What follows belongs to an exercise in optimizing a design on an open flow for small area and a short achievable clock period; a production flow would make more cautious choices.
RTL that was checked went through simulation tests only; none was proved equivalent to the original.
For runs 4 to 7, only the layout was checked, not whether the RTL still works.
No activity file was given, so power comes from the tool's default toggle rates.

`flow/flow/run.sh`:
```
#!/bin/bash
# Own layout flow: the standard ORFS flow (standard.sh, unchanged synthesis),
# with a plain buffer on every port instead of the delay cells buffer_ports
# picks by default, and a clock tree with fewer, smaller buffers.
set -euo pipefail
export BUFFER_PORTS_ARGS="-buffer_cell ${OWN_PORT_BUF:-sky130_fd_sc_hd__buf_2}"
export CTS_ARGS="-sink_clustering_enable -repair_clock_nets -sink_clustering_size ${OWN_CTS_SIZE:-30} -sink_clustering_max_diameter ${OWN_CTS_DIAM:-80} -buf_list ${OWN_CTS_BUF:-sky130_fd_sc_hd__clkbuf_8} -dont_use_dummy_load"
bash standard.sh > standard_flow.log 2>&1
```
`flow/constraint.sdc`:
```
create_clock -name core_clock -period 5.5 [get_ports {clk}]
set_input_delay 1.1000 -clock core_clock [delete_from_list [all_inputs] [get_ports {clk}]]
set_output_delay 1.1000 -clock core_clock [all_outputs]
set_load 0.01 [all_outputs]
```
`flow/standard.sh`:
```
#!/bin/bash
# synth_recipe.tcl (not shown) runs the flow's synth.tcl, then flattens the netlist and writes it again
# the make line also repeats each setting of config.mk as NAME=value (left out here)
make -C /OpenROAD-flow-scripts/flow DESIGN_CONFIG=/design/flow/config.mk WORK_HOME=/design/flow/orfs CLKGATE_MAP_FILE= SYNTH_SCRIPT=/design/flow/synth_recipe.tcl "${@:-finish}"
```
`flow/config.mk`:
```
export PLATFORM = sky130hd
export DESIGN_NAME = sigmoid8_pla
export DESIGN_NICKNAME = sigmoid8_pla
export VERILOG_FILES = /design/flow/design.v
export SDC_FILE = /design/flow/constraint.sdc
export NUM_CORES = 4
export LEC_CHECK = 0
export CAP_MARGIN = 20
export CORE_MARGIN = 2
export CORE_UTILIZATION = 55
export SETUP_SLACK_MARGIN = 3.3
export SLEW_MARGIN = 20
```
`flow/design.v`:
```
module sigmoid8_pla #(
    parameter WIDTH = 16,
    parameter SLICES = 8,
    parameter FP = 12
) (
    input wire clk,
    input wire rst,
    input wire signed [WIDTH - 1:0] x,
    output wire [WIDTH - 1:0] y
);
    localparam [64*13-1:0] TTAB = {13'd1181, 13'd1181, 13'd1181, 13'd1181, 13'd313, 13'd314, 13'd546, 13'd546, 13'd177, 13'd177, 13'd180, 13'd177, 13'd97, 13'd97, 13'd97, 13'd97, 13'd8189, 13'd8190, 13'd34, 13'd34, 13'd11, 13'd11, 13'd8191, 13'd11, 13'd0, 13'd0, 13'd0, 13'd0, 13'd0, 13'd0, 13'd0, 13'd0, 13'd4096, 13'd4096, 13'd4096, 13'd4096, 13'd4096, 13'd4096, 13'd4084, 13'd4096, 13'd4060, 13'd4060, 13'd4060, 13'd4060, 13'd4036, 13'd4037, 13'd3999, 13'd3999, 13'd3900, 13'd3900, 13'd3903, 13'd3900, 13'd3518, 13'd3518, 13'd3518, 13'd3518, 13'd3148, 13'd3149, 13'd2915, 13'd2915, 13'd2048, 13'd2048, 13'd2048, 13'd2048};
    reg [15:0] x_reg;
    always @(posedge clk) x_reg <= x;
    wire [9:0] r3lo = {1'b0, x_reg[8:0]} + {1'b0, x_reg[7:0], 1'b0};
    wire [4:0] r3hi = {2'b0, x_reg[11:9]} + {1'b0, x_reg[11:8]};
    reg [11:0] r_reg;
    reg [8:1] r3l_reg;
    reg [13:9] r3h_reg;
    reg        r3c_reg;
    reg [4:0]  q_reg;
    reg        z_reg;
    always @(posedge clk) begin
        r_reg   <= x_reg[11:0];
        r3l_reg <= r3lo[8:1];
        r3h_reg <= r3hi;
        r3c_reg <= r3lo[9];
        q_reg   <= x_reg[15:11];
        z_reg   <= ~|x_reg[10:0];
    end
    wire [13:0] r3 = {r3h_reg + {{(4){1'b0}}, r3c_reg}, r3l_reg, r_reg[0]};
    reg s23, s99, s369, s867;
    always @(*) begin
        s23 = 1'b0; s99 = 1'b0; s369 = 1'b0; s867 = 1'b0;
        case (q_reg)
            5'd20, 5'd21, 5'd22, 5'd9, 5'd10, 5'd11: s23 = 1'b1;
            5'd23, 5'd24, 5'd25, 5'd6, 5'd7, 5'd8: s99 = 1'b1;
            5'd26, 5'd27, 5'd28, 5'd3, 5'd4, 5'd5: s369 = 1'b1;
            5'd29, 5'd30, 5'd31, 5'd0, 5'd1, 5'd2: s867 = 1'b1;
            default: ;
        endcase
    end
    wire [12:0] tt = TTAB[{q_reg, z_reg}*13 +: 13];
    wire [11:0] nr = ~r_reg;
    wire [22:0] ta = ({23{s23}}  & {6'd0, r3, 3'd0}) |
                     ({23{s99}}  & {4'd0, r3, 5'd0}) |
                     ({23{s369}} & {2'd0, r3, 7'd0}) |
                     ({23{s867}} & {1'd0, r3, 8'd0}) |
                     {18'd0, s369, 3'b0, s23};
    wire [22:0] tb = ({23{s23}}  & {11'd0, nr}) |
                     ({23{s369}} & {7'd0, nr, 4'd0}) |
                     ({23{s867}} & {4'd0, r3, 5'd0});
    wire [22:0] tc = ({23{s99 | s867}} & {9'd0, r3}) |
                     ({23{s369}} & {11'd0, r_reg});
    wire [24:0] s1 = {2'b0, ta ^ tb ^ tc};
    wire [24:0] c1 = {1'b0, (ta & tb) | (ta & tc) | (tb & tc), 1'b0};
    wire [8:0] lo = {1'b0, s1[7:0]} + {1'b0, c1[7:0]};
    wire [16:0] u1 = s1[24:8];
    wire [16:0] u2 = c1[24:8];
    wire [16:0] u3 = {tt, {(4){1'b0}}};
    wire [16:0] us = u1 ^ u2 ^ u3;
    wire [16:0] uc = {(u1[15:0] & u2[15:0]) | (u1[15:0] & u3[15:0]) | (u2[15:0] & u3[15:0]), 1'b0};
    reg [16:0] hs_reg;
    reg [16:1] hc_reg;
    reg         lc_reg;
    always @(posedge clk) begin
        hs_reg <= us;
        hc_reg <= uc[16:1];
        lc_reg <= lo[8];
    end
    wire [16:0] ysum = hs_reg + {hc_reg, 1'b0} + {{(16){1'b0}}, lc_reg};
    reg [12:0] y_reg;
    always @(posedge clk or posedge rst) begin
        if (rst) y_reg <= 13'd0;
        else     y_reg <= ysum[16:4];
    end
    assign y = {3'b000, y_reg};
endmodule
```
==> flow_summary.json, run 1 <==
{
  "worst_ep_arrival_time_ns": 2.39,
  "largest_reg_flops": 17,
  "syn_area_um2": 5140,
  "fin_setup_tns_ns": 0,
  "max_freq_ghz": 0.457,
  "synth_cells": 533,
  "antenna_cells": 0,
  "synthArstFlopShare_pct": 13.5,
  "global_route.usage.met1_pct": 28.2,
  "drc": 0,
  "synth_ff_type": "dfxtp_1",
  "io_pins": 34,
  "final_common_cell": "dfxtp_1",
  "drtAntennaViolNets": 0,
  "crit_fanout": 6,
  "yosys_warnings": 1,
  "grt_max_degree": 37,
  "start_util_pct": 56.2,
  "setup-violations-final": 0,
  "cts-root-buf": "clkbuf_8",
  "hold_depth": 0,
  "grt_setup_unrepaired": "true",
  "clockBufferDepth": 2,
  "critPathLaunchType": "flip-flop",
  "grt_pass1_vias": 3458,
  "gp_congestion": 0.935,
  "critPathKind": "flip-flop to flip-flop",
  "cp.required_ns": 5.70,
  "dp_cells": 649,
  "core_um2": 9150,
  "status": "timing/DRC/antenna clean",
  "htreeDepth": 3,
  "rows": 35,
  "vias": 3893,
  "synth.ff_latch_count": 96,
  "vias_per_cell": 5.74,
  "fp.dieW_um": 101,
  "r2r_cells": 7,
  "drv_cap": 0,
  "min_period_ns": 2.19,
  "grt_remaining_overflow": 0,
  "syn2layout_area_growth_pct": 11.4,
  "finalCritPeriodShare_pct": 39.8,
  "clk_pin_slew_ns": 0.09,
  "p_leak_nw": 2.74,
  "peakVddDrop_mv": 0.158,
  "fin_cells": 678,
  "antenna_found_initial": 0,
  "ys_seq_area_share_pct": 38.6,
  "min_path_type": "flip-flop to flip-flop",
  "power.density_nw_per_um2": 338,
  "worstSetupEndpointType": "flip-flop",
  "totalWireLength_um": 10400,
  "syn_avg_cell_area_um2": 9.65,
  "wl_per_cell_um": 15.3,
  "final_layout_size_suffix_gt1_share_pct": 16.4,
  "portBuffers": 30,
  "layout_common_cells": "73 x dfxtp_1, 51 x nand2_1, 50 x ha_1",
  "cts_buffers": 9,
  "dieArea_um2": 10100,
  "grt_pass1_wl_um": 16400,
  "hold_viol": 0,
  "first_iter_violations": 501,
  "worst_slew_pin_slew_ns": 0.539,
  "gr-usage-met2_pct": 31.9,
  "synth_edf_count": 0,
  "relSlewSlack_pct": 63.7,
  "skew_ns": 0.0210,
  "cts_tree": "done",
  "insertion_delay_ns": 0.34,
  "dr.pass1.iters": 6,
  "nets": 661,
  "drv_slew": 0,
  "hpwlAfterDp_um": 7450,
  "grt_busiest_layer": "met2",
  "fp.dieH_um": 101,
  "grt_use_total_pct": 20.3,
  "cts_sinks": 96,
  "ys_types": 56,
  "grt_use_met3_pct": 4.30
}
layer usage:
layer,share of wire [%],routed length [µm]
met3,4.8,498
met2,47,4880
met5,0,0
met1,47,4890
met4,0.73,76
logic make-up after synthesis:
logic type      Yosys count  share of synthesized area, %
flops                    96                          38.6
mux                       1                         0.219
buf+inv                  61                          4.84
simple gates            138                          12.7
fa+ha+maj                74                          21.1
other cells               1                        0.0729
xor+xnor                 23                          3.92
compound gates          139                          18.6
critical path, stage by stage, from the launching register on:
cell and delay [ns]:
dfxtp_2 0.33, ha_4 0.16, ha_4 0.30, a22oi_1 0.06, and3_1 0.18, fa_1 0.53, inv_1 0.05, fa_1 0.46
cells in the mapped netlist, types with 3 or more instances:
| cell | instances | area (µm²) |
|---|---|---|
| buf_4 | 3 | 22.5 |
| dfrtp_1 | 13 | 325 |
| ha_1 | 53 | 663 |
| a41o_1 | 3 | 30.0 |
| o21bai_1 | 3 | 22.5 |
| a21o_1 | 11 | 82.6 |
| a22o_1 | 8 | 70.1 |
| and2_1 | 6 | 37.5 |
| o21a_1 | 3 | 22.5 |
| a31oi_1 | 4 | 25.0 |
| nand2b_1 | 9 | 56.3 |
| fa_1 | 21 | 420 |
| or2_2 | 5 | 31.3 |
| o22ai_1 | 3 | 18.8 |
| o21ai_0 | 25 | 125 |
| a22oi_1 | 11 | 82.6 |
| nor2_1 | 29 | 109 |
| nand3_1 | 14 | 70.1 |
| xor2_1 | 6 | 52.6 |
| dfxtp_1 | 83 | 1660 |
| nor2b_1 | 7 | 43.8 |
| and3_1 | 3 | 18.8 |
| inv_1 | 34 | 128 |
| nor3_1 | 5 | 25.0 |
| clkbuf_1 | 20 | 75.1 |
| nand2_1 | 52 | 195 |
| o221ai_1 | 6 | 52.6 |
| xnor2_1 | 17 | 149 |
| a21oi_1 | 36 | 180 |
| a222oi_1 | 6 | 60.1 |
| a2bb2oi_1 | 3 | 26.3 |
through the flow:
stage	area (µm²)	hold slack (ns)	util, %	setup WS (ns)	power, mW
2_1_floorplan	5160	0.329	-	3.31	1.39
3_3_place_gp	5330	0.367	58.3	2.77	1.55
3_5_place_dp	5330	0.369	58.3	2.70	1.56
4_1_cts	5540	0.382	60.5	3.26	1.92
5_1_grt	5730	0.397	62.6	3.22	2.08
6_report	5730	0.378	62.6	3.31	1.94
layout make-up:
cell class	instances	area, µm²
Inverter	34	135
Fill cell	760	3420
Multi-Input combinational cell	379	3020
Timing Repair Buffer	49	304
Tap cell	111	139
Sequential cell	96	2010
Clock buffer	9	124
repair_timing:
action,4_1_cts,5_1_grt
pin swaps,5,9
buffers inserted,5,14
hold buffers,0,0
gates cloned,0,1
gates resized for setup,17,15
setup endpoints to repair,20,13
endpoints found under the hold margin,0,0
where the power goes:
| part | internal, mW | leakage (nW) | switching (mW) |
|---|---|---|---|
| Sequential | 0.838 | 0.855 | 0.0888 |
| Combinational | 0.305 | 1.82 | 0.353 |
| Clock | 0.147 | 0.0647 | 0.204 |
| Total | 1.29 | 2.74 | 0.646 |
worst paths after layout:
check                                start         to  slack [ns]
worst max-delay path            r3h_reg[9]  hs_reg[5]        3.31
worst max register to register  r3h_reg[9]  hs_reg[5]        3.31
worst min register to register    x_reg[0]   r_reg[0]        0.38
worst min-delay path              x_reg[0]   r_reg[0]        0.38
min in group asynchronous              rst  y_reg[12]        0.75
max in group asynchronous              rst   y_reg[3]        4.41
==> inputs of run 2 (changes only) <==
--- a/flow/config.mk
+++ b/flow/config.mk
@@ -9,4 +9,4 @@
 export CORE_MARGIN = 2
-export CORE_UTILIZATION = 55
-export SETUP_SLACK_MARGIN = 3.3
+export CORE_UTILIZATION = 58
+export SETUP_SLACK_MARGIN = 3.25
 export SLEW_MARGIN = 20
==> run 2 against run 1 <==
First-iteration DRC count is 12% lower. Still clean on timing, DRC and antenna. Cell area fell by 2.2%. Largest cell class unchanged. Critical path type unchanged. Non-clock buffer count shrank 14.
==> flow_summary.json, run 2 <==
{
  "setup-violations-final": 0,
  "final_common_cell": "dfxtp_1",
  "reg2reg_setup_slack_ns": 3.26,
  "synth_edf_count": 0,
  "crit_fanout": 6,
  "crit_start": "r3c_reg",
  "hold_buffers": 0,
  "drv_slew": 0,
  "peakVddDrop_mv": 0.183,
  "dp_cells": 646,
  "fp.dieH_um": 98.2,
  "timing.hold.ws_ns": 0.388,
  "syn_avg_cell_area_um2": 9.65,
  "fp.dieW_um": 98.2,
  "vias_per_cell": 5.82,
  "dpl_worst_slack_ns": 2.72,
  "wl_per_cell_um": 15.0,
  "core_um2": 8680,
  "worstSetupEndpointType": "flip-flop",
  "nets": 646,
  "synth_commonest_cells": "83 x dfxtp_1, 53 x ha_1, 52 x nand2_1, 36 x a21oi_1, 34 x inv_1",
  "cts_sinks": 96,
  "grt_pass1_wl_um": 16500,
  "dr.pass1.iters": 6,
  "grt_max_degree": 37,
  "largest_reg_flops": 17,
  "hold_viol": 0,
  "grt_remaining_overflow": 0,
  "grt_use_met3_pct": 3.36,
  "antenna_found_initial": 0,
  "status": "timing/DRC/antenna clean",
  "cts_buffers": 9,
  "min_path_type": "flip-flop to flip-flop",
  "cts_tree": "done",
  "gp_congestion": 0.919,
  "htreeDepth": 3,
  "cp.required_ns": 5.70,
  "critPathKind": "flip-flop to flip-flop",
  "clockBufferDepth": 2,
  "dieArea_um2": 9640,
  "yosys_warnings": 1,
  "max_freq_ghz": 0.446,
  "synth_cells": 533,
  "drv_cap": 0,
  "critPathLaunchType": "flip-flop",
  "portBuffers": 30,
  "fin_setup_tns_ns": 0,
  "worst_ep_arrival_time_ns": 2.44,
  "synth_ff_type": "dfxtp_1",
  "first_iter_violations": 441,
  "insertion_delay_ns": 0.35,
  "totalWireLength_um": 9920,
  "relSlewSlack_pct": 62.1,
  "grt_busiest_layer": "met2",
  "finalPower_mw": 1.91,
  "syn2layout_area_growth_pct": 8.90,
  "hp-start": "x_reg[0]",
  "start_util_pct": 59.3,
  "antenna_cells": 0,
  "min_period_ns": 2.24,
  "cts-root-buf": "clkbuf_8",
  "final_layout_size_suffix_gt1_share_pct": 13.8,
  "ys_types": 56,
  "finalCritPeriodShare_pct": 40.8,
  "yosysTopAreaCellShare_pct": 32.3,
  "grt_setup_unrepaired": "true",
  "fin_cells": 660,
  "p_leak_nw": 2.65,
  "synth.ff_latch_count": 96,
  "vias": 3842,
  "ys_seq_area_share_pct": 38.6,
  "synth_most_common_cell": "dfxtp_1",
  "timing.rr.start": "r3c_reg",
  "timing.rr.end": "hs_reg[5]",
  "grt_pass1_vias": 3564,
  "drc": 0,
  "synth_top_cells_by_area": "dfxtp_1 32%, ha_1 13%, fa_1 8.2%",
  "gr-usage-met2_pct": 34.1,
  "timing.final.ws_setup_ns": 3.26,
  "hpwlAfterDp_um": 7410,
  "synthArstFlopShare_pct": 13.5,
  "drtAntennaViolNets": 0,
  "r2r_cells": 7,
  "yosysTopAreaCell": "dfxtp_1",
  "global_route.usage.met1_pct": 29.1,
  "skew_ns": 0.0241,
  "power.density_nw_per_um2": 341,
  "io_pins": 34,
  "grt_use_total_pct": 21.0,
  "worst_slew_pin_slew_ns": 0.562,
  "syn_area_um2": 5140,
  "clk_pin_slew_ns": 0.09,
  "rows": 34,
  "endpoint": "hs_reg[5]",
  "layout_common_cells": "72 x dfxtp_1, 52 x nand2_1, 49 x ha_1"
}
-- run 2: cell counts after synthesis --
Identical to the previous run, type by type.
-- run 2: final cells by class --
cell class              count  area, µm²
clock buffers               9        124
flip-flops and latches     96       2010
repair buffers             35        188
multi-input cells         378       3010
inverters                  34        135
well taps                 108        135
fillers                   730       3080
-- run 2: logic make-up (layout without fill, tap and decap cells) --
group | after synthesis | in the layout | share of synthesized area, %
adders and majority gates | 74 | 74 | 21.1
other | 1 | 3 | 0.0729
buffers and inverters | 61 | 78 | 4.84
and+or+nand+nor | 138 | 138 | 12.7
DFF | 96 | 96 | 38.6
AOI/OAI and AO/OA | 139 | 139 | 18.6
xor gates and xnor gates | 23 | 23 | 3.92
muxes | 1 | 1 | 0.219
-- run 2: critical path, cell delays in order (launching register included) --
cell and delay (ns):
dfxtp_2 0.33, ha_4 0.16, ha_4 0.30, a22oi_1 0.07
and3_1 0.18, fa_1 0.53, inv_1 0.06, fa_1 0.47
-- run 2: per-stage QoR --
stage	util, %	cell area, µm²
final	64.6	5600
after global routing	64.6	5600
after global placement	61.3	5320
after CTS	63.6	5520
after floorplan	-	5150
after detailed placement	61.3	5320
-- run 2: how the worst min path moves through the flow --
stage	to	slack [ns]	cells past startpoint
2_1_floorplan	q_reg[2]	0.33	0
3_3_place_gp	r_reg[0]	0.37	0
3_5_place_dp	r_reg[0]	0.38	0
4_1_cts	r_reg[0]	0.39	0
5_1_grt	r_reg[0]	0.40	0
6_report	r_reg[0]	0.39	0
-- run 2: layer usage --
layer  up-vias  part of all wire [%]
li1       1898                     -
met1      1783                    47
met2       144                    46
met3        17                   5.1
met4         0                   1.5
met5         -                     0
-- run 2: what timing repair did --
item                       4_1_cts  5_1_grt
gates resized for setup         21       10
setup endpoints to repair       22       11
buffers inserted                 0        5
pin swaps                        4        5
-- run 2: where the power goes --
part | internal [mW] | switching (mW)
logic | 0.295 | 0.346
registers | 0.839 | 0.0904
clock network | 0.147 | 0.197
==> inputs of run 3 (changes only) <==
--- a/flow/flow/run.sh
+++ b/flow/flow/run.sh
@@ -5,3 +5,3 @@
 set -euo pipefail
-export BUFFER_PORTS_ARGS="-buffer_cell ${OWN_PORT_BUF:-sky130_fd_sc_hd__buf_2}"
+export BUFFER_PORTS_ARGS="-buffer_cell ${OWN_PORT_BUF:-sky130_fd_sc_hd__buf_1}"
 export CTS_ARGS="-sink_clustering_enable -repair_clock_nets -sink_clustering_size ${OWN_CTS_SIZE:-30} -sink_clustering_max_diameter ${OWN_CTS_DIAM:-80} -buf_list ${OWN_CTS_BUF:-sky130_fd_sc_hd__clkbuf_8} -dont_use_dummy_load"
--- a/flow/config.mk
+++ b/flow/config.mk
@@ -10,3 +10,3 @@
 export CORE_UTILIZATION = 58
-export SETUP_SLACK_MARGIN = 3.25
+export SETUP_SLACK_MARGIN = 3.3
 export SLEW_MARGIN = 20
==> run 3 against run 2 <==
Still clean on timing, DRC and antenna. Via count grew 1.2%. Wire length grew 2.8%. Die area is the same. Critical path depth grew 1. Critical endpoint is now hs_reg[10]. Combinational power shrank 2%. Worst setup slack gained 0.029 ns.
==> flow_summary.json, run 3 <==
{
  "cp.required_ns": 5.81,
  "dpl_worst_slack_ns": 2.70,
  "relSlewSlack_pct": 52.5,
  "yosysTopAreaCellShare_pct": 32.3,
  "largest_reg_flops": 17,
  "ys_seq_area_share_pct": 38.6,
  "portBuffers": 30,
  "cts_buffers": 9,
  "ys_types": 56,
  "wl_per_cell_um": 15.3,
  "io_pins": 34,
  "fp.dieH_um": 98.2,
  "synth.ff_latch_count": 96,
  "clockBufferDepth": 2,
  "synthXorXnorAreaFrac_pct": 3.92,
  "cts-root-buf": "clkbuf_8",
  "antenna_found_initial": 0,
  "worst_slew_pin_slew_ns": 0.706,
  "rows": 34,
  "hold_depth": 0,
  "setup-violations-final": 0,
  "crit_fanout": 3,
  "vias_per_cell": 5.83,
  "synth-simple-area-share_pct": 12.7,
  "final_common_cell": "dfxtp_1",
  "r2r_cells": 8,
  "dr.pass1.iters": 8,
  "worstSetupEndpointType": "flip-flop",
  "synth_most_common_cell": "dfxtp_1",
  "peakVddDrop_mv": 0.159,
  "htreeDepth": 3,
  "synth_top_family_by_area": "adder cells",
  "first_iter_violations": 282,
  "insertion_delay_ns": 0.36,
  "final_layout_size_suffix_gt1_share_pct": 10.0,
  "grt_use_total_pct": 21.1,
  "fp.dieW_um": 98.2,
  "cts_tree": "done",
  "timing.final.ws_setup_ns": 3.29,
  "skew_ns": 0.0290,
  "min_period_ns": 2.21,
  "max_freq_ghz": 0.452,
  "syn_avg_cell_area_um2": 9.65,
  "layout_common_cells": "72 x dfxtp_1, 51 x nand2_1, 50 x ha_1",
  "grt_max_degree": 37,
  "yosys_warnings": 1,
  "synth_edf_count": 0,
  "synth_fa_ha_area_share_pct": 21.1,
  "core_um2": 8680,
  "drv_cap": 0,
  "drc": 0,
  "syn2layout_area_growth_pct": 9.29,
  "synth_compound_area_share_pct": 18.6,
  "totalWireLength_um": 10200,
  "hold_buffers": 0,
  "hold_viol": 0,
  "p_leak_nw": 2.60,
  "synth_ff_type": "dfxtp_1",
  "synthArstFlopShare_pct": 13.5,
  "synth_commonest_cells": "83 x dfxtp_1, 53 x ha_1, 52 x nand2_1, 36 x a21oi_1, 34 x inv_1",
  "hpwlAfterDp_um": 7410,
  "grt_remaining_overflow": 0,
  "drtAntennaViolNets": 0,
  "reg2reg_setup_slack_ns": 3.29,
  "cts_sinks": 96,
  "fin_setup_tns_ns": 0,
  "dieArea_um2": 9640,
  "gp_congestion": 0.865,
  "critPathKind": "flip-flop to flip-flop",
  "min_path_type": "flip-flop to flip-flop",
  "vias": 3889,
  "clk_pin_slew_ns": 0.10,
  "synth_cells": 533,
  "power.density_nw_per_um2": 342,
  "antenna_cells": 0,
  "status": "timing/DRC/antenna clean",
  "synth_top_cells_by_area": "dfxtp_1 32%, ha_1 13%, fa_1 8.2%",
  "nets": 653,
  "syn_area_um2": 5140,
  "synthMuxAreaShare_pct": 0.219,
  "critPathLaunchType": "flip-flop",
  "grt_pass1_vias": 3485,
  "start_util_pct": 59.3,
  "finalCritPeriodShare_pct": 40.2,
  "grt_setup_unrepaired": "true",
  "finalPower_mw": 1.92,
  "drv_slew": 0,
  "worst_ep_arrival_time_ns": 2.52,
  "grt_pass1_wl_um": 16500,
  "yosysTopAreaCell": "dfxtp_1"
}
run 3: cell count changes in the layout (fill, tap and decap cells not counted), sizes merged:
| cell | delta |
|---|---|
| buf | +7 |
run 3: where the power goes:
part / switching, mW / internal [mW] / total (mW)
Clock: 0.209 / 0.147 / 0.357
Combinational: 0.341 / 0.288 / 0.629
Sequential: 0.0967 / 0.839 / 0.935
run 3: cells by family after synthesis:
logic type      after synthesis
compound gates              139
other cells                   1
flops                        96
xor+xnor                     23
mux                           1
simple gates                138
fa+ha+maj                    74
buf+inv                      61
run 3: path summary, 6_finish.rpt:
path | startpoint | end
max in group asynchronous | rst | y_reg[1]
min | x_reg[0] | r_reg[0]
min reg2reg | x_reg[0] | r_reg[0]
min in group asynchronous | rst | y_reg[11]
max reg2reg | r3h_reg[9] | hs_reg[10]
max | r3h_reg[9] | hs_reg[10]
run 3: layout make-up:
cell class                 count  area, µm²
timing repair buffer          42        203
tap                          108        135
sequential                    96       2020
clock buffer                   9        124
inverter                      34        135
multi-input combinational    378       3010
fill                         734       3060
run 3: metrics by stage:
step | cell area (µm²) | util, % | cells | hold WS, ns
3_5_place_dp | 5290 | 61.0 | 646 | 0.388
5_1_grt | 5620 | 64.8 | 667 | 0.415
2_1_floorplan | 5160 | - | 535 | 0.329
3_3_place_gp | 5290 | 61.0 | 646 | 0.383
4_1_cts | 5490 | 63.3 | 657 | 0.399
6_report | 5620 | 64.8 | 667 | 0.400
run 3: layer usage:
| metal | wire length, µm | GRT usage, % | up-vias |
|---|---|---|---|
| met1 | 5070 | 31.9 | 1810 |
| met4 | 170 | 6.32 | 0 |
| met5 | 0 | 0 | - |
| li1 | - | - | 1910 |
| met3 | 530 | 3.44 | 19 |
| met2 | 4430 | 31.3 | 150 |
run 3: repair_timing:
| action | CTS | global route |
|---|---|---|
| endpoints found under the setup margin | 21 | 12 |
| pin swaps | 9 | 8 |
| setup buffers | 2 | 10 |
| resized for setup | 18 | 15 |
run 3: critical path, cell delays in order, from the launching register on:
cell and delay, ns:
dfxtp_2 0.35, ha_4 0.14, ha_4 0.15, nand3_4 0.11
xnor2_4 0.16, a222oi_1 0.32, inv_1 0.14, ha_4 0.24
fa_2 0.55
==> inputs of run 4 (changes only) <==
--- a/flow/design.v
+++ b/flow/design.v
@@ -13,7 +13,7 @@
     always @(posedge clk) x_reg <= x;
-    wire [9:0] r3lo = {1'b0, x_reg[8:0]} + {1'b0, x_reg[7:0], 1'b0};
-    wire [4:0] r3hi = {2'b0, x_reg[11:9]} + {1'b0, x_reg[11:8]};
+    wire [8:0] r3lo = {1'b0, x_reg[7:0]} + {1'b0, x_reg[6:0], 1'b0};
+    wire [5:0] r3hi = {2'b0, x_reg[11:8]} + {1'b0, x_reg[11:7]};
     reg [11:0] r_reg;
-    reg [8:1] r3l_reg;
-    reg [13:9] r3h_reg;
+    reg [7:1] r3l_reg;
+    reg [13:8] r3h_reg;
     reg        r3c_reg;
@@ -23,5 +23,5 @@
         r_reg   <= x_reg[11:0];
-        r3l_reg <= r3lo[8:1];
+        r3l_reg <= r3lo[7:1];
         r3h_reg <= r3hi;
-        r3c_reg <= r3lo[9];
+        r3c_reg <= r3lo[8];
         q_reg   <= x_reg[15:11];
@@ -29,3 +29,3 @@
     end
-    wire [13:0] r3 = {r3h_reg + {{(4){1'b0}}, r3c_reg}, r3l_reg, r_reg[0]};
+    wire [13:0] r3 = {r3h_reg + {{(5){1'b0}}, r3c_reg}, r3l_reg, r_reg[0]};
     reg s23, s99, s369, s867;
--- a/flow/flow/run.sh
+++ b/flow/flow/run.sh
@@ -5,3 +5,3 @@
 set -euo pipefail
-export BUFFER_PORTS_ARGS="-buffer_cell ${OWN_PORT_BUF:-sky130_fd_sc_hd__buf_1}"
+export BUFFER_PORTS_ARGS="-buffer_cell ${OWN_PORT_BUF:-sky130_fd_sc_hd__buf_2}"
 export CTS_ARGS="-sink_clustering_enable -repair_clock_nets -sink_clustering_size ${OWN_CTS_SIZE:-30} -sink_clustering_max_diameter ${OWN_CTS_DIAM:-80} -buf_list ${OWN_CTS_BUF:-sky130_fd_sc_hd__clkbuf_8} -dont_use_dummy_load"
==> run 4 against run 3 <==
Sequential power fell by 0.5%. Via count decreased by 0.49%. Worst hold slack worse by 0.012 ns. Core utilization up 1.2 points. Register-to-register slack better by 0.02 ns. Cell count is 0.15% higher. Clock power about the same. Synthesized cell count rose by 0.56%. Clock skew is 0.0060 ns lower. Critical path type unchanged. Largest power group unchanged.
==> flow_summary.json, run 4 <==
{
  "grt_max_degree": 31,
  "cp.required_ns": 5.72,
  "synthArstFlopShare_pct": 13.5,
  "ys_seq_area_share_pct": 38.6,
  "yosysTopAreaCellShare_pct": 32.3,
  "hold_depth": 0,
  "drv_cap": 0,
  "final_layout_size_suffix_gt1_share_pct": 16.4,
  "critPathLaunchType": "flip-flop",
  "setup-violations-final": 0,
  "r2r_cells": 8,
  "timing.hold.ws_ns": 0.387,
  "synth_top_family_by_area": "adder cells",
  "synthXorXnorAreaFrac_pct": 3.91,
  "yosysTopAreaCell": "dfxtp_1",
  "hold_buffers": 0,
  "min_to": "r_reg[9]",
  "synth_commonest_cells": "83 x dfxtp_1, 53 x ha_1, 43 x inv_1, 41 x nand2_1, 38 x a21oi_1",
  "hpwlAfterDp_um": 7370,
  "synth_cells": 536,
  "clk_pin_slew_ns": 0.08,
  "synth_fa_ha_area_share_pct": 21.0,
  "totalWireLength_um": 10100,
  "crit_chain": "ha_4 -> and3_4 -> nand3_4 -> xnor2_4 -> nand2_2 -> fa_1 -> inv_2 -> fa_1",
  "synth_most_common_cell": "dfxtp_1",
  "insertion_delay_ns": 0.35,
  "critPathKind": "flip-flop to flip-flop",
  "dieArea_um2": 9650,
  "finalCritPeriodShare_pct": 39.9,
  "synth-simple-area-share_pct": 10.5,
  "nFillCells": 735,
  "synthMuxAreaShare_pct": 0.219,
  "grt_setup_unrepaired": "true",
  "rows": 34,
  "min_period_ns": 2.20,
  "reg2reg_setup_slack_ns": 3.30,
  "seqPwrFrac_pct": 47.9,
  "max_freq_ghz": 0.455,
  "clockBufferDepth": 2,
  "grt_busiest_layer": "met2",
  "final_common_cell": "dfxtp_1",
  "synth_top_cells_by_area": "dfxtp_1 32%, ha_1 13%, fa_1 8.2%",
  "syn_avg_cell_area_um2": 9.61,
  "gp_congestion": 0.850,
  "worstSetupEndpointType": "flip-flop",
  "vias_per_cell": 5.79,
  "fin_setup_tns_ns": 0,
  "synth_ff_type": "dfxtp_1",
  "timing.rr.end": "hs_reg[5]",
  "grt_pass1_wl_um": 16600,
  "critPathMaxStageDelay_ns": 0.49,
  "crit_fanout": 4,
  "cts_sinks": 96,
  "peakVddDrop_mv": 0.160,
  "drtAntennaViolNets": 0,
  "pwr-share-clk_pct": 18.3,
  "synth.ff_latch_count": 96,
  "antenna_found_initial": 0,
  "core_um2": 8680,
  "skew_ns": 0.0230,
  "htreeDepth": 3,
  "io_pins": 34,
  "grt_use_total_pct": 21.2,
  "portBuffers": 30,
  "combPwrFrac_pct": 33.8,
  "vias": 3870,
  "finalPower_mw": 1.94,
  "switching_power_uw": 650,
  "synth_compound_area_share_pct": 20.0,
  "layout_common_cells": "71 x dfxtp_1, 48 x ha_1, 41 x inv_1",
  "nets": 654,
  "ys_types": 54,
  "fp.dieH_um": 98.2,
  "syn2layout_area_growth_pct": 11.2,
  "hp-start": "x_reg[9]",
  "antenna_cells": 0,
  "cp_slowest_cell": "fa_1",
  "crit_top_cell": "fa_1",
  "min_path_type": "flip-flop to flip-flop",
  "dr.pass1.iters": 6,
  "grt_remaining_overflow": 0,
  "swShare_pct": 33.5,
  "power.density_nw_per_um2": 339,
  "fp.dieW_um": 98.2,
  "cts-root-buf": "clkbuf_8",
  "worst_ep_arrival_time_ns": 2.42,
  "cts_buffers": 9,
  "start_util_pct": 59.3,
  "cts_tree": "done",
  "drv_slew": 0,
  "timing.rr.start": "r3h_reg[8]",
  "first_iter_violations": 455,
  "global_route.usage.met1_pct": 29.8,
  "wl_per_cell_um": 15.1,
  "synth_edf_count": 0,
  "internal-power_mw": 1.29,
  "hold_viol": 0,
  "grt_use_met3_pct": 3.79,
  "grt_pass1_vias": 3546,
  "yosys_warnings": 1,
  "gr-usage-met2_pct": 33.6,
  "syn_area_um2": 5150,
  "drc": 0,
  "status": "timing/DRC/antenna clean",
  "p_leak_nw": 2.64,
  "largest_reg_flops": 17,
  "dpl_worst_slack_ns": 2.71,
  "timing.final.ws_setup_ns": 3.30
}
-- run 4: changes by cell type after synthesis, moves of 4 or more --
cell	delta
nand2_1	-11
o21ai_0	+6
a211oi_1	+4
inv_1	+9
o22ai_1	+5
a22o_1	+5
nand2b_1	-4
-- run 4: timing repair --
action | 4_1_cts | 5_1_grt
endpoints found under the setup margin | 24 | 13
resized for setup | 30 | 16
buffers inserted | 3 | 6
pin swaps | 9 | 9
-- run 4: layout make-up --
type | count | area [µm²] | area share (%)
well taps | 108 | 135 | 2.36
inverters | 46 | 181 | 3.17
multi-input cells | 370 | 3050 | 53.2
clock buffers | 9 | 124 | 2.16
repair buffers | 39 | 218 | 3.80
flip-flops and latches | 96 | 2020 | 35.3
-- run 4: worst max-delay path: cells and delay by family, from the launching register on --
kind	cells	cell delay, ns
XOR/XNOR	1	0.23
adder cells (fa/ha/maj)	3	1.07
buffers and inverters	1	0.04
flip-flops	1	0.35
AND/OR/NAND/NOR	3	0.36
-- run 4: logic make-up (layout without fill, tap and decap cells) --
family          after synthesis  in the layout
flops                        96             96
simple gates                117            117
compound gates              152            152
buf+inv                      72             94
xor+xnor                     23             23
fa+ha+maj                    74             74
mux                           1              1
other cells                   1              3
-- run 4: power by group through the flow --
stage | clock (mW) | sequential, mW | combinational [mW]
after global routing | 0.389 | 0.944 | 0.743
after global placement | 0 | 0.939 | 0.607
after CTS | 0.363 | 0.930 | 0.640
after floorplan | 0 | 0.923 | 0.470
after detailed placement | 0 | 0.939 | 0.618
final | 0.355 | 0.930 | 0.657
-- run 4: worst max-delay path by stage --
| stage | slack (ns) | endpoint | startpoint | cells after the start |
|---|---|---|---|---|
| final | 3.30 | hs_reg[5] | r3h_reg[8] | 8 |
| after global routing | 3.23 | hs_reg[10] | r3c_reg | 8 |
| after CTS | 3.26 | hs_reg[4] | r3c_reg | 8 |
| after detailed placement | 2.71 | lc_reg | s369 | 8 |
| after global placement | 2.78 | lc_reg | s369 | 8 |
| after floorplan | 3.29 | hs_reg[5] | r3h_reg[8] | 7 |
-- run 4: layer usage --
| metal | wire, µm | vias to the layer above |
|---|---|---|
| met5 | 0 | - |
| met3 | 542 | 10 |
| met1 | 4770 | 1794 |
| li1 | - | 1930 |
| met2 | 4670 | 136 |
| met4 | 86 | 0 |
-- run 4: per-stage QoR --
stage,cells,utilization [%],cell area (µm²)
after floorplan,538,-,5170
after global placement,650,61.5,5340
after detailed placement,650,61.5,5340
after CTS,662,64.6,5600
after global routing,668,65.9,5720
final,668,65.9,5720
==> inputs of run 5 (changes only) <==
--- a/flow/design.v
+++ b/flow/design.v
@@ -13,7 +13,7 @@
     always @(posedge clk) x_reg <= x;
-    wire [8:0] r3lo = {1'b0, x_reg[7:0]} + {1'b0, x_reg[6:0], 1'b0};
-    wire [5:0] r3hi = {2'b0, x_reg[11:8]} + {1'b0, x_reg[11:7]};
+    wire [10:0] r3lo = {1'b0, x_reg[9:0]} + {1'b0, x_reg[8:0], 1'b0};
+    wire [3:0] r3hi = {2'b0, x_reg[11:10]} + {1'b0, x_reg[11:9]};
     reg [11:0] r_reg;
-    reg [7:1] r3l_reg;
-    reg [13:8] r3h_reg;
+    reg [9:1] r3l_reg;
+    reg [13:10] r3h_reg;
     reg        r3c_reg;
@@ -23,5 +23,5 @@
         r_reg   <= x_reg[11:0];
-        r3l_reg <= r3lo[7:1];
+        r3l_reg <= r3lo[9:1];
         r3h_reg <= r3hi;
-        r3c_reg <= r3lo[8];
+        r3c_reg <= r3lo[10];
         q_reg   <= x_reg[15:11];
@@ -29,3 +29,3 @@
     end
-    wire [13:0] r3 = {r3h_reg + {{(5){1'b0}}, r3c_reg}, r3l_reg, r_reg[0]};
+    wire [13:0] r3 = {r3h_reg + {{(3){1'b0}}, r3c_reg}, r3l_reg, r_reg[0]};
     reg s23, s99, s369, s867;
==> run 5 against run 4 <==
Still clean on timing, DRC and antenna. Register-to-register slack lost 0.07 ns. Non-clock buffer count shrank 1. Sequential power is essentially flat. Flip-flop and latch count is the same. Synthesized cell count grew 1.9%. Core utilization shrank 0.77 points. Critical path depth is the same. Clock power shrank 3%. Worst hold slack lost 0.011 ns. Maximum frequency shrank 3.0%. Worst setup slack lost 0.069 ns. Clock skew shrank 0.0048 ns. Critical endpoint is now lc_reg. Highest routed layer unchanged.
==> flow_summary.json, run 5 <==
{
  "setup-violations-final": 0,
  "totalWireLength_um": 10300,
  "cts_tree": "done",
  "yosys_warnings": 1,
  "htreeDepth": 3,
  "worst_slew_pin_slew_ns": 0.576,
  "antenna_cells": 0,
  "crit_chain": "or2_4 -> a22o_1 -> fa_1 -> ha_1 -> o211ai_1 -> a21oi_1 -> a211oi_1 -> o21ai_1",
  "io_pins": 34,
  "yosysTopAreaCellShare_pct": 31.8,
  "gp_congestion": 0.890,
  "cts_sinks": 96,
  "grt_use_total_pct": 21.8,
  "antenna_found_initial": 0,
  "dpl_worst_slack_ns": 2.59,
  "syn_area_um2": 5230,
  "drc": 0,
  "syn_avg_cell_area_um2": 9.58,
  "syn2layout_area_growth_pct": 8.66,
  "dr.pass1.iters": 6,
  "dp_cells": 655,
  "ys_seq_area_share_pct": 38.0,
  "core_um2": 8720,
  "fp.dieH_um": 99.0,
  "vias_per_cell": 5.90,
  "p_leak_nw": 2.64,
  "yosysTopAreaCell": "dfxtp_1",
  "clockBufferDepth": 2,
  "finalCritPeriodShare_pct": 41.2,
  "critPathKind": "flip-flop to flip-flop",
  "start_util_pct": 60.0,
  "worst_ep_arrival_time_ns": 2.49,
  "fp.dieW_um": 99.0,
  "dieArea_um2": 9800,
  "synth_cells": 546,
  "first_iter_violations": 337,
  "insertion_delay_ns": 0.34,
  "cts_buffers": 9,
  "seq_area_um2": 2010,
  "nFillCells": 706,
  "ys_types": 65,
  "fin_setup_tns_ns": 0,
  "synthArstFlopShare_pct": 13.5,
  "critPathLaunchType": "flip-flop",
  "drv_cap": 0,
  "synth_ff_type": "dfxtp_1",
  "drtAntennaViolNets": 0,
  "fin_cells": 672,
  "synth_top_cells_by_area": "dfxtp_1 32%, ha_1 12%, fa_1 8.0%",
  "vias": 3968,
  "synth_edf_count": 0,
  "postLayoutCoreUtil_pct": 65.2,
  "drv_slew": 0,
  "grt_pass1_vias": 3687,
  "peakVddDrop_mv": 0.189,
  "grt_setup_unrepaired": "true",
  "cp_slowest_cell": "fa_1",
  "hpwlAfterDp_um": 7650,
  "hold_viol": 0,
  "portBuffers": 30,
  "cts-root-buf": "clkbuf_8",
  "final_common_cell": "dfxtp_1",
  "status": "timing/DRC/antenna clean",
  "finalPower_mw": 1.93,
  "wl_per_cell_um": 15.3,
  "clk_pin_slew_ns": 0.08,
  "final_layout_size_suffix_gt1_share_pct": 14.2,
  "layout_common_cells": "71 x dfxtp_1, 50 x nand2_1, 50 x ha_1",
  "critPathMaxStageDelay_ns": 0.46,
  "hold_buffers": 0,
  "rows": 34,
  "crit_fanout": 7,
  "grt_max_degree": 37,
  "relSlewSlack_pct": 61.6,
  "synth.ff_latch_count": 96,
  "min_period_ns": 2.26,
  "grt_pass1_wl_um": 17400,
  "cp.required_ns": 5.73,
  "worstSetupEndpointType": "flip-flop",
  "skew_ns": 0.0182,
  "power.density_nw_per_um2": 340,
  "grt_remaining_overflow": 0,
  "timing.final.ws_setup_ns": 3.24,
  "nets": 657,
  "max_freq_ghz": 0.442,
  "synth_most_common_cell": "dfxtp_1",
  "min_path_type": "flip-flop to flip-flop",
  "synth_commonest_cells": "83 x dfxtp_1, 52 x ha_1, 50 x nand2_1, 38 x a21oi_1, 35 x inv_1",
  "largest_reg_flops": 17,
  "multiInputGateArea_um2": 3060
}
## run 5: report_power, final
group          internal, mW  leakage (nW)  switching, mW
combinational         0.298          1.72          0.365
clock                 0.147        0.0647          0.196
sequential            0.839         0.854         0.0886
total                  1.28          2.64          0.650
## run 5: area by class of cell
type | instances | area share, %
Multi-Input combinational cell | 385 | 53.9
Sequential cell | 96 | 35.4
Timing Repair Buffer | 38 | 3.70
Inverter | 36 | 2.44
Tap cell | 108 | 2.38
Clock buffer | 9 | 2.18
## run 5: path summary, 6_finish.rpt
check / to / from / cells past startpoint / slack, ns
max: lc_reg / s867 / 8 / 3.24
min: r_reg[0] / x_reg[0] / 0 / 0.38
max reg2reg: lc_reg / s867 / 8 / 3.24
min reg2reg: r_reg[0] / x_reg[0] / 0 / 0.38
max in group asynchronous: y_reg[3] / rst / 2 / 4.41
min in group asynchronous: y_reg[9] / rst / 2 / 0.75
## run 5: cell families after synthesis
group,count (synthesis),share of synthesized area [%]
xor+xnor,22,3.68
flops,96,38.0
mux,1,0.215
fa+ha+maj,73,20.5
other cells,1,0.0717
buf+inv,67,5.09
compound gates,155,20.4
simple gates,131,12.1
## run 5: per-layer routing
layer,up-vias,GRT usage [%],part of all wire [%]
met4,0,7.80,2.1
li1,1955,-,-
met2,146,35.2,47
met1,1846,29.8,46
met3,21,3.26,5.2
met5,-,0,0
## run 5: critical path, delay by kind of cell, from the launching register on
kind | cells | cell delay (ns)
AOI/OAI and AO/OA | 5 | 0.75
DFF | 1 | 0.36
and+or+nand+nor | 1 | 0.28
adders and majority gates | 2 | 0.75
## run 5: per-stage QoR
stage	area, µm²	hold slack, ns
after CTS	5650	0.381
after global placement	5390	0.369
final	5680	0.376
after global routing	5680	0.387
after detailed placement	5390	0.369
after floorplan	5250	0.329
## run 5: repair_timing
action	CTS	global route
pin swaps	2	3
endpoints found under the setup margin	21	11
setup buffers	8	0
resized for setup	20	8
==> inputs of run 6 (changes only) <==
--- a/flow/design.v
+++ b/flow/design.v
@@ -13,7 +13,7 @@
     always @(posedge clk) x_reg <= x;
-    wire [10:0] r3lo = {1'b0, x_reg[9:0]} + {1'b0, x_reg[8:0], 1'b0};
-    wire [3:0] r3hi = {2'b0, x_reg[11:10]} + {1'b0, x_reg[11:9]};
+    wire [11:0] r3lo = {1'b0, x_reg[10:0]} + {1'b0, x_reg[9:0], 1'b0};
+    wire [2:0] r3hi = {2'b0, x_reg[11:11]} + {1'b0, x_reg[11:10]};
     reg [11:0] r_reg;
-    reg [9:1] r3l_reg;
-    reg [13:10] r3h_reg;
+    reg [10:1] r3l_reg;
+    reg [13:11] r3h_reg;
     reg        r3c_reg;
@@ -23,5 +23,5 @@
         r_reg   <= x_reg[11:0];
-        r3l_reg <= r3lo[9:1];
+        r3l_reg <= r3lo[10:1];
         r3h_reg <= r3hi;
-        r3c_reg <= r3lo[10];
+        r3c_reg <= r3lo[11];
         q_reg   <= x_reg[15:11];
@@ -29,3 +29,3 @@
     end
-    wire [13:0] r3 = {r3h_reg + {{(3){1'b0}}, r3c_reg}, r3l_reg, r_reg[0]};
+    wire [13:0] r3 = {r3h_reg + {{(2){1'b0}}, r3c_reg}, r3l_reg, r_reg[0]};
     reg s23, s99, s369, s867;
==> run 6 against run 5 <==
Still clean. Clock skew is 0.015 ns higher. Die area fell by 0.23%. Via count grew 3.3%. Maximum frequency is 5.1% higher. Wire length rose by 3.6%. Clock-buffer cell count unchanged. Combinational power about the same. Critical path depth down 1. Critical path type unchanged. Critical endpoint is now hs_reg[5].
==> flow_summary.json, run 6 <==
{
  "timing.rr.start": "s867",
  "synthArstFlopShare_pct": 13.5,
  "syn2layout_area_growth_pct": 11.6,
  "min_path_type": "flip-flop to flip-flop",
  "drc": 0,
  "synth-simple-area-share_pct": 13.7,
  "crit_fanout": 8,
  "pwr-share-clk_pct": 17.6,
  "synth_compound_area_share_pct": 18.9,
  "dpl_worst_slack_ns": 2.75,
  "final_common_cell": "dfxtp_1",
  "largest_reg_flops": 17,
  "portBuffers": 30,
  "finalPower_mw": 1.93,
  "drv_slew": 0,
  "fp.dieW_um": 98.9,
  "clockBufferDepth": 2,
  "timing.rr.end": "hs_reg[5]",
  "syn_avg_cell_area_um2": 9.42,
  "p_leak_nw": 2.66,
  "vias_per_cell": 5.86,
  "switching_power_uw": 644,
  "wl_per_cell_um": 15.2,
  "synth_most_common_cell": "dfxtp_1",
  "clk_pin_slew_ns": 0.09,
  "totalWireLength_um": 10600,
  "power.density_nw_per_um2": 331,
  "setup-violations-final": 0,
  "cts_buffers": 9,
  "vias": 4097,
  "nets": 683,
  "synth.ff_latch_count": 96,
  "skew_ns": 0.0331,
  "hold_depth": 0,
  "seqPwrFrac_pct": 47.9,
  "grt_pass1_vias": 3620,
  "worst_ep_arrival_time_ns": 2.36,
  "synth_top_family_by_area": "adder cells",
  "hold_viol": 0,
  "drtAntennaViolNets": 0,
  "combPwrFrac_pct": 34.5,
  "dr.pass1.iters": 6,
  "ys_types": 63,
  "hpwlAfterDp_um": 7610,
  "synthMuxAreaShare_pct": 0.623,
  "worstSetupEndpointType": "flip-flop",
  "yosys_warnings": 1,
  "antenna_found_initial": 0,
  "htreeDepth": 3,
  "synth_top_cells_by_area": "dfxtp_1 32%, ha_1 12%, fa_1 7.7%",
  "layout_common_cells": "72 x dfxtp_1, 56 x nand2_1, 48 x ha_1",
  "critPathKind": "flip-flop to flip-flop",
  "finalCritPeriodShare_pct": 39.2,
  "ys_seq_area_share_pct": 38.1,
  "final_layout_size_suffix_gt1_share_pct": 16.2,
  "start_util_pct": 59.8,
  "fin_setup_tns_ns": 0,
  "synthXorXnorAreaFrac_pct": 3.36,
  "r2r_cells": 7,
  "drv_cap": 0,
  "grt_remaining_overflow": 0,
  "internal-power_mw": 1.28,
  "min_period_ns": 2.16,
  "min_to": "r_reg[0]",
  "synth_edf_count": 0,
  "yosysTopAreaCellShare_pct": 31.8,
  "timing.final.ws_setup_ns": 3.34,
  "io_pins": 34,
  "swShare_pct": 33.5,
  "yosysTopAreaCell": "dfxtp_1",
  "critPathLaunchType": "flip-flop",
  "synth_ff_type": "dfxtp_1",
  "insertion_delay_ns": 0.35,
  "dieArea_um2": 9770,
  "grt_use_total_pct": 21.4,
  "synth_fa_ha_area_share_pct": 20.3,
  "nFillCells": 696,
  "syn_area_um2": 5220,
  "grt_pass1_wl_um": 17000,
  "synth_commonest_cells": "83 x dfxtp_1, 57 x nand2_1, 52 x ha_1, 37 x inv_1, 35 x nor2_1",
  "grt_setup_unrepaired": "true",
  "status": "timing/DRC/antenna clean",
  "core_um2": 8720,
  "first_iter_violations": 555,
  "peakVddDrop_mv": 0.166,
  "fp.dieH_um": 98.9,
  "grt_max_degree": 37,
  "cts_tree": "done",
  "reg2reg_setup_slack_ns": 3.34,
  "cts-root-buf": "clkbuf_8",
  "timing.hold.ws_ns": 0.384,
  "crit_start": "s867",
  "cp.required_ns": 5.70,
  "worst_slew_pin_slew_ns": 0.570,
  "cts_sinks": 96,
  "antenna_cells": 0,
  "synth_cells": 554,
  "gp_congestion": 0.914,
  "relSlewSlack_pct": 61.5,
  "max_freq_ghz": 0.464,
  "rows": 34,
  "hp-start": "x_reg[0]"
}
run 6: cell types whose count changed after synthesis, moves of 3 or more:
cell	delta
a21o_1	-5
a21oi_1	-6
a22oi_1	+3
buf_1	-3
nand2_1	+7
nand4_1	+3
nor2_1	+11
nor2b_1	+4
o21ai_0	+6
o21ai_1	-3
o21bai_1	-3
xor2_1	-3
run 6: how the worst max path moves through the flow:
stage                     cells after the start         to  slack, ns
after floorplan                              10     lc_reg       3.35
after global placement                        7     lc_reg       2.80
after detailed placement                      7     lc_reg       2.75
after CTS                                     9     lc_reg       3.20
after global routing                          7     lc_reg       3.27
final                                         7  hs_reg[5]       3.34
run 6: cell families after synthesis:
kind of cell | after synthesis
compound gates | 144
simple gates | 153
buf+inv | 64
mux | 3
fa+ha+maj | 73
other cells | 1
xor+xnor | 20
flops | 96
run 6: layout make-up:
class	count	area, µm²	area share (%)
inverter	37	143	2.45
timing repair buffer	52	325	5.59
multi-input combinational	397	3080	52.9
tap	108	135	2.32
sequential	96	2020	34.7
clock buffer	9	124	2.13
run 6: power by group through the flow:
stage	combinational (mW)	sequential (mW)	clock, mW
after global routing	0.749	0.938	0.377
after detailed placement	0.613	0.940	0
after CTS	0.621	0.925	0.356
after floorplan	0.466	0.924	0
final	0.663	0.923	0.339
after global placement	0.600	0.939	0
run 6: critical path, stage by stage (launching register included):
cell and delay (ns):
dfxtp_4 0.40, buf_4 0.14, buf_4 0.15, nand2_1 0.08
and3_1 0.20, fa_1 0.54, inv_1 0.06, fa_1 0.46
run 6: routing by layer:
metal | up-vias | GRT usage [%] | share of wire, %
li1 | 2026 | - | -
met1 | 1895 | 30.9 | 46
met2 | 159 | 32.8 | 46
met3 | 17 | 3.12 | 6.1
met4 | 0 | 7.38 | 2.0
met5 | - | 0 | 0
run 6: what timing repair did:
item / in CTS / in global routing
hold buffers: 0 / 0
pin swaps: 1 / 17
buffers inserted: 2 / 20
endpoints found under the hold margin: 0 / 0
gates cloned: 0 / 1
endpoints found under the setup margin: 19 / 10
gates resized for setup: 11 / 24
run 6: stage by stage:
| step | cell area (µm²) | std cells | util (%) |
|---|---|---|---|
| final | 5820 | 699 | 66.8 |
| after global routing | 5820 | 699 | 66.8 |
| after CTS | 5560 | 678 | 63.7 |
| after detailed placement | 5400 | 667 | 61.9 |
| after global placement | 5400 | 667 | 61.9 |
| after floorplan | 5240 | 556 | - |
==> inputs of run 7 (changes only) <==
--- a/flow/design.v
+++ b/flow/design.v
@@ -13,7 +13,7 @@
     always @(posedge clk) x_reg <= x;
-    wire [11:0] r3lo = {1'b0, x_reg[10:0]} + {1'b0, x_reg[9:0], 1'b0};
-    wire [2:0] r3hi = {2'b0, x_reg[11:11]} + {1'b0, x_reg[11:10]};
+    wire [9:0] r3lo = {1'b0, x_reg[8:0]} + {1'b0, x_reg[7:0], 1'b0};
+    wire [4:0] r3hi = {2'b0, x_reg[11:9]} + {1'b0, x_reg[11:8]};
     reg [11:0] r_reg;
-    reg [10:1] r3l_reg;
-    reg [13:11] r3h_reg;
+    reg [8:1] r3l_reg;
+    reg [13:9] r3h_reg, r3h1_reg;
     reg        r3c_reg;
@@ -23,5 +23,6 @@
         r_reg   <= x_reg[11:0];
-        r3l_reg <= r3lo[10:1];
+        r3l_reg <= r3lo[8:1];
         r3h_reg <= r3hi;
-        r3c_reg <= r3lo[11];
+        r3h1_reg <= r3hi + 1'b1;
+        r3c_reg <= r3lo[9];
         q_reg   <= x_reg[15:11];
@@ -29,11 +30,11 @@
     end
-    wire [13:0] r3 = {r3h_reg + {{(2){1'b0}}, r3c_reg}, r3l_reg, r_reg[0]};
-    reg s23, s99, s369, s867;
+    wire [13:0] r3 = {r3c_reg ? r3h1_reg : r3h_reg, r3l_reg, r_reg[0]};
+    reg s23, s99, s369, s867, sc;
     always @(*) begin
-        s23 = 1'b0; s99 = 1'b0; s369 = 1'b0; s867 = 1'b0;
+        s23 = 1'b0; s99 = 1'b0; s369 = 1'b0; s867 = 1'b0; sc = 1'b0;
         case (q_reg)
             5'd20, 5'd21, 5'd22, 5'd9, 5'd10, 5'd11: s23 = 1'b1;
-            5'd23, 5'd24, 5'd25, 5'd6, 5'd7, 5'd8: s99 = 1'b1;
+            5'd23, 5'd24, 5'd25, 5'd6, 5'd7, 5'd8: begin s99 = 1'b1; sc = 1'b1; end
             5'd26, 5'd27, 5'd28, 5'd3, 5'd4, 5'd5: s369 = 1'b1;
-            5'd29, 5'd30, 5'd31, 5'd0, 5'd1, 5'd2: s867 = 1'b1;
+            5'd29, 5'd30, 5'd31, 5'd0, 5'd1, 5'd2: begin s867 = 1'b1; sc = 1'b1; end
             default: ;
@@ -51,3 +52,3 @@
                      ({23{s867}} & {4'd0, r3, 5'd0});
-    wire [22:0] tc = ({23{s99 | s867}} & {9'd0, r3}) |
+    wire [22:0] tc = ({23{sc}} & {9'd0, r3}) |
                      ({23{s369}} & {11'd0, r_reg});
@@ -55,10 +56,10 @@
     wire [24:0] c1 = {1'b0, (ta & tb) | (ta & tc) | (tb & tc), 1'b0};
-    wire [8:0] lo = {1'b0, s1[7:0]} + {1'b0, c1[7:0]};
-    wire [16:0] u1 = s1[24:8];
-    wire [16:0] u2 = c1[24:8];
-    wire [16:0] u3 = {tt, {(4){1'b0}}};
-    wire [16:0] us = u1 ^ u2 ^ u3;
-    wire [16:0] uc = {(u1[15:0] & u2[15:0]) | (u1[15:0] & u3[15:0]) | (u2[15:0] & u3[15:0]), 1'b0};
-    reg [16:0] hs_reg;
-    reg [16:1] hc_reg;
+    wire [6:0] lo = {1'b0, s1[5:0]} + {1'b0, c1[5:0]};
+    wire [18:0] u1 = s1[24:6];
+    wire [18:0] u2 = c1[24:6];
+    wire [18:0] u3 = {tt, {(6){1'b0}}};
+    wire [18:0] us = u1 ^ u2 ^ u3;
+    wire [18:0] uc = {(u1[17:0] & u2[17:0]) | (u1[17:0] & u3[17:0]) | (u2[17:0] & u3[17:0]), 1'b0};
+    reg [18:0] hs_reg;
+    reg [18:1] hc_reg;
     reg         lc_reg;
@@ -66,6 +67,6 @@
         hs_reg <= us;
-        hc_reg <= uc[16:1];
-        lc_reg <= lo[8];
+        hc_reg <= uc[18:1];
+        lc_reg <= lo[6];
     end
-    wire [16:0] ysum = hs_reg + {hc_reg, 1'b0} + {{(16){1'b0}}, lc_reg};
+    wire [18:0] ysum = hs_reg + {hc_reg, 1'b0} + {{(18){1'b0}}, lc_reg};
     reg [12:0] y_reg;
@@ -73,3 +74,3 @@
         if (rst) y_reg <= 13'd0;
-        else     y_reg <= ysum[16:4];
+        else     y_reg <= ysum[18:6];
     end
--- a/flow/config.mk
+++ b/flow/config.mk
@@ -9,3 +9,3 @@
 export CORE_MARGIN = 2
-export CORE_UTILIZATION = 58
+export CORE_UTILIZATION = 65
 export SETUP_SLACK_MARGIN = 3.3
==> run 7 against run 6 <==
Total power up 11%. Via count increased by 5.1%. Cell count is 2.6% higher. Sequential power rose by 12%. First-iteration DRC count is 8.3% higher. Maximum frequency is 1.7% higher. Synthesized cell count grew 6.9%. Synthesized area increased by 8.4%. Non-clock buffer count down 15. Critical path depth unchanged. Critical endpoint is now lc_reg. Register-to-register slack improved by 0.04 ns.
==> flow_summary.json, run 7 <==
{
  "status": "timing/DRC/antenna clean",
  "dr.pass1.iters": 6,
  "min_path_type": "flip-flop to flip-flop",
  "insertion_delay_ns": 0.35,
  "crit_start": "s23",
  "layout_common_cells": "82 x dfxtp_1, 54 x ha_1, 49 x nand2_1",
  "cts_sinks": 106,
  "synth_edf_count": 0,
  "peakVddDrop_mv": 0.165,
  "worstSetupEndpointType": "flip-flop",
  "critPathKind": "flip-flop to flip-flop",
  "grt_max_degree": 33,
  "antenna_found_initial": 0,
  "nets": 704,
  "wl_per_cell_um": 15.6,
  "dpl_worst_slack_ns": 2.60,
  "dieArea_um2": 9460,
  "totalWireLength_um": 11200,
  "power.density_nw_per_um2": 355,
  "hold_viol": 0,
  "max_freq_ghz": 0.472,
  "final_common_cell": "dfxtp_1",
  "p_leak_nw": 2.91,
  "fp.dieW_um": 97.3,
  "grt_use_total_pct": 23.8,
  "portBuffers": 30,
  "grt_remaining_overflow": 0,
  "yosys_warnings": 1,
  "critPathLaunchType": "flip-flop",
  "yosysTopAreaCell": "dfxtp_1",
  "drv_slew": 0,
  "grt_pass1_wl_um": 18400,
  "syn_avg_cell_area_um2": 9.56,
  "synth_most_common_cell": "dfxtp_1",
  "cts-root-buf": "clkbuf_8",
  "min_period_ns": 2.12,
  "synthArstFlopShare_pct": 12.3,
  "synth_ff_type": "dfxtp_1",
  "gp_congestion": 0.883,
  "synth_cells": 592,
  "syn2layout_area_growth_pct": 6.59,
  "hold_buffers": 0,
  "timing.hold.ws_ns": 0.386,
  "clk_pin_slew_ns": 0.10,
  "antenna_cells": 0,
  "skew_ns": 0.0247,
  "rows": 34,
  "finalCritPeriodShare_pct": 38.5,
  "nFillCells": 682,
  "largest_reg_flops": 19,
  "cts_tree": "done",
  "synth_commonest_cells": "93 x dfxtp_1, 54 x ha_1, 49 x inv_1, 49 x nand2_1, 37 x a21oi_1",
  "drc": 0,
  "syn_area_um2": 5660,
  "drtAntennaViolNets": 0,
  "crit_fanout": 21,
  "ys_seq_area_share_pct": 38.7,
  "drv_cap": 0,
  "final_layout_size_suffix_gt1_share_pct": 13.0,
  "timing.rr.start": "s23",
  "timing.final.ws_setup_ns": 3.38,
  "vias": 4304,
  "finalPower_mw": 2.14,
  "fp.dieH_um": 97.3,
  "setup-violations-final": 0,
  "vias_per_cell": 6.00,
  "core_um2": 8590,
  "relSlewSlack_pct": 65.2,
  "worst_ep_arrival_time_ns": 2.36,
  "yosysTopAreaCellShare_pct": 32.9,
  "start_util_pct": 65.8,
  "ys_types": 64,
  "htreeDepth": 3,
  "grt_pass1_vias": 4045,
  "hpwlAfterDp_um": 8320,
  "synth_top_cells_by_area": "dfxtp_1 33%, ha_1 12%, fa_1 7.4%",
  "cp.required_ns": 5.74,
  "io_pins": 34,
  "first_iter_violations": 601,
  "clockBufferDepth": 2,
  "synth.ff_latch_count": 106,
  "grt_setup_unrepaired": "false",
  "fin_setup_tns_ns": 0,
  "postLayoutCoreUtil_pct": 70.2,
  "hp-start": "x_reg[0]",
  "worst_slew_pin_slew_ns": 0.518,
  "cts_buffers": 9
}
## run 7: cell count changes in the layout (fill, tap and decap cells not counted), moves of 6 or more
cell and change:
xnor2_1 -7, a21o_1 +9, inv_1 +13, a21oi_1 +7
nand2_1 -7, ha_1 +6, dfxtp_1 +10, buf_4 -13
o21ai_0 +9, o22ai_1 +7, a222oi_1 +7, xor2_1 +10
nor2_1 -9
## run 7: path summary, 6_finish.rpt
kind                             to  slack [ns]  depth (start not counted)
max                          lc_reg        3.38                          7
min                        r_reg[0]        0.39                          0
max reg2reg                  lc_reg        3.38                          7
min reg2reg                r_reg[0]        0.39                          0
max in group asynchronous  y_reg[6]        4.42                          2
min in group asynchronous  y_reg[7]        0.75                          2
## run 7: repair_timing
item | 4_1_cts | 5_1_grt
gates cloned | 0 | 0
endpoints found under the setup margin | 20 | 13
resized for setup | 11 | 9
pin swaps | 0 | 1
setup buffers | 1 | 6
## run 7: logic make-up (layout without fill, tap and decap cells)
group                      after synthesis  count (layout)  synth area share, %
buffers and inverters                   81              96                 5.66
other                                    1               3               0.0663
and+or+nand+nor                        128             128                 10.6
muxes                                    7               7                 1.37
adders and majority gates               75              75                 19.4
AOI/OAI and AO/OA                      172             172                 20.8
xor gates and xnor gates                22              22                 3.41
DFF                                    106             106                 38.7
## run 7: cell type report
| type | count | area, µm² | area share [%] |
|---|---|---|---|
| Multi-Input combinational cell | 407 | 3160 | 52.5 |
| Timing Repair Buffer | 37 | 203 | 3.36 |
| Tap cell | 108 | 135 | 2.24 |
| Sequential cell | 106 | 2210 | 36.7 |
| Inverter | 50 | 193 | 3.20 |
| Clock buffer | 9 | 124 | 2.05 |
## run 7: power breakdown
group	leakage (nW)	switching (mW)	total [mW]	internal (mW)
registers	0.938	0.0993	1.03	0.930
clock network	0.0647	0.216	0.363	0.147
logic	1.91	0.425	0.748	0.323
## run 7: per-layer routing
metal / global-route usage [%] / vias up / wire length (µm)
met5: 0 / - / 0
met4: 7.16 / 0 / 176
met3: 3.45 / 18 / 553
met2: 41.2 / 163 / 5360
met1: 31.1 / 1997 / 5100
li1: - / 2126 / -
## run 7: through the flow
stage | cell area (µm²) | instances
floorplan | 5670 | 594
global placement | 5820 | 701
detailed placement | 5820 | 701
CTS | 5960 | 711
global route | 6030 | 717
finish | 6030 | 717
## run 7: critical path, stage by stage (launching register included)
cell	delay, ns
dfxtp_4	0.49
inv_1	0.16
nor2_1	0.17
fa_1	0.45
ha_1	0.28
a21o_1	0.15
a21o_1	0.16
a21o_1	0.16

[static timing again, ports no longer ideal]
The results above use ideal ports. As a check the final layouts listed here were re-extracted and re-timed, cells and wires unchanged. Step 1, drivers: a clkbuf_16 drives clk and a buf_2 each remaining input, both assumed. Step 2 times the ports against the registers' clock, not the clock port: input delays grow and output delays shrink by t, the midpoint of the rising clock arrivals with the driver on. Three values: ideal, step 1, step 2; two values: the first two.
run | t, ns | slack for setup (ns) | latest minus earliest clock arrival (ns) | worst slew at a driven data input, ns
run 1 | 0.360 | 3.311 / 3.311 / 3.311 | 0.021 / 0.021 | 0.03
run 2 | 0.369 | 3.258 / 3.258 / 3.258 | 0.025 / 0.025 | 0.03
run 3 | 0.379 | 3.288 / 3.288 / 3.288 | 0.030 / 0.029 | 0.03
run 4 | 0.377 | 3.305 / 3.305 / 3.305 | 0.023 / 0.023 | 0.03
run 5 | 0.364 | 3.236 / 3.236 / 3.236 | 0.018 / 0.019 | 0.03
run 6 | 0.374 | 3.345 / 3.345 / 3.345 | 0.034 / 0.034 | 0.03
run 7 | 0.380 | 3.381 / 3.381 / 3.381 | 0.025 / 0.025 | 0.03
After both steps setup and hold are still met in every run listed.
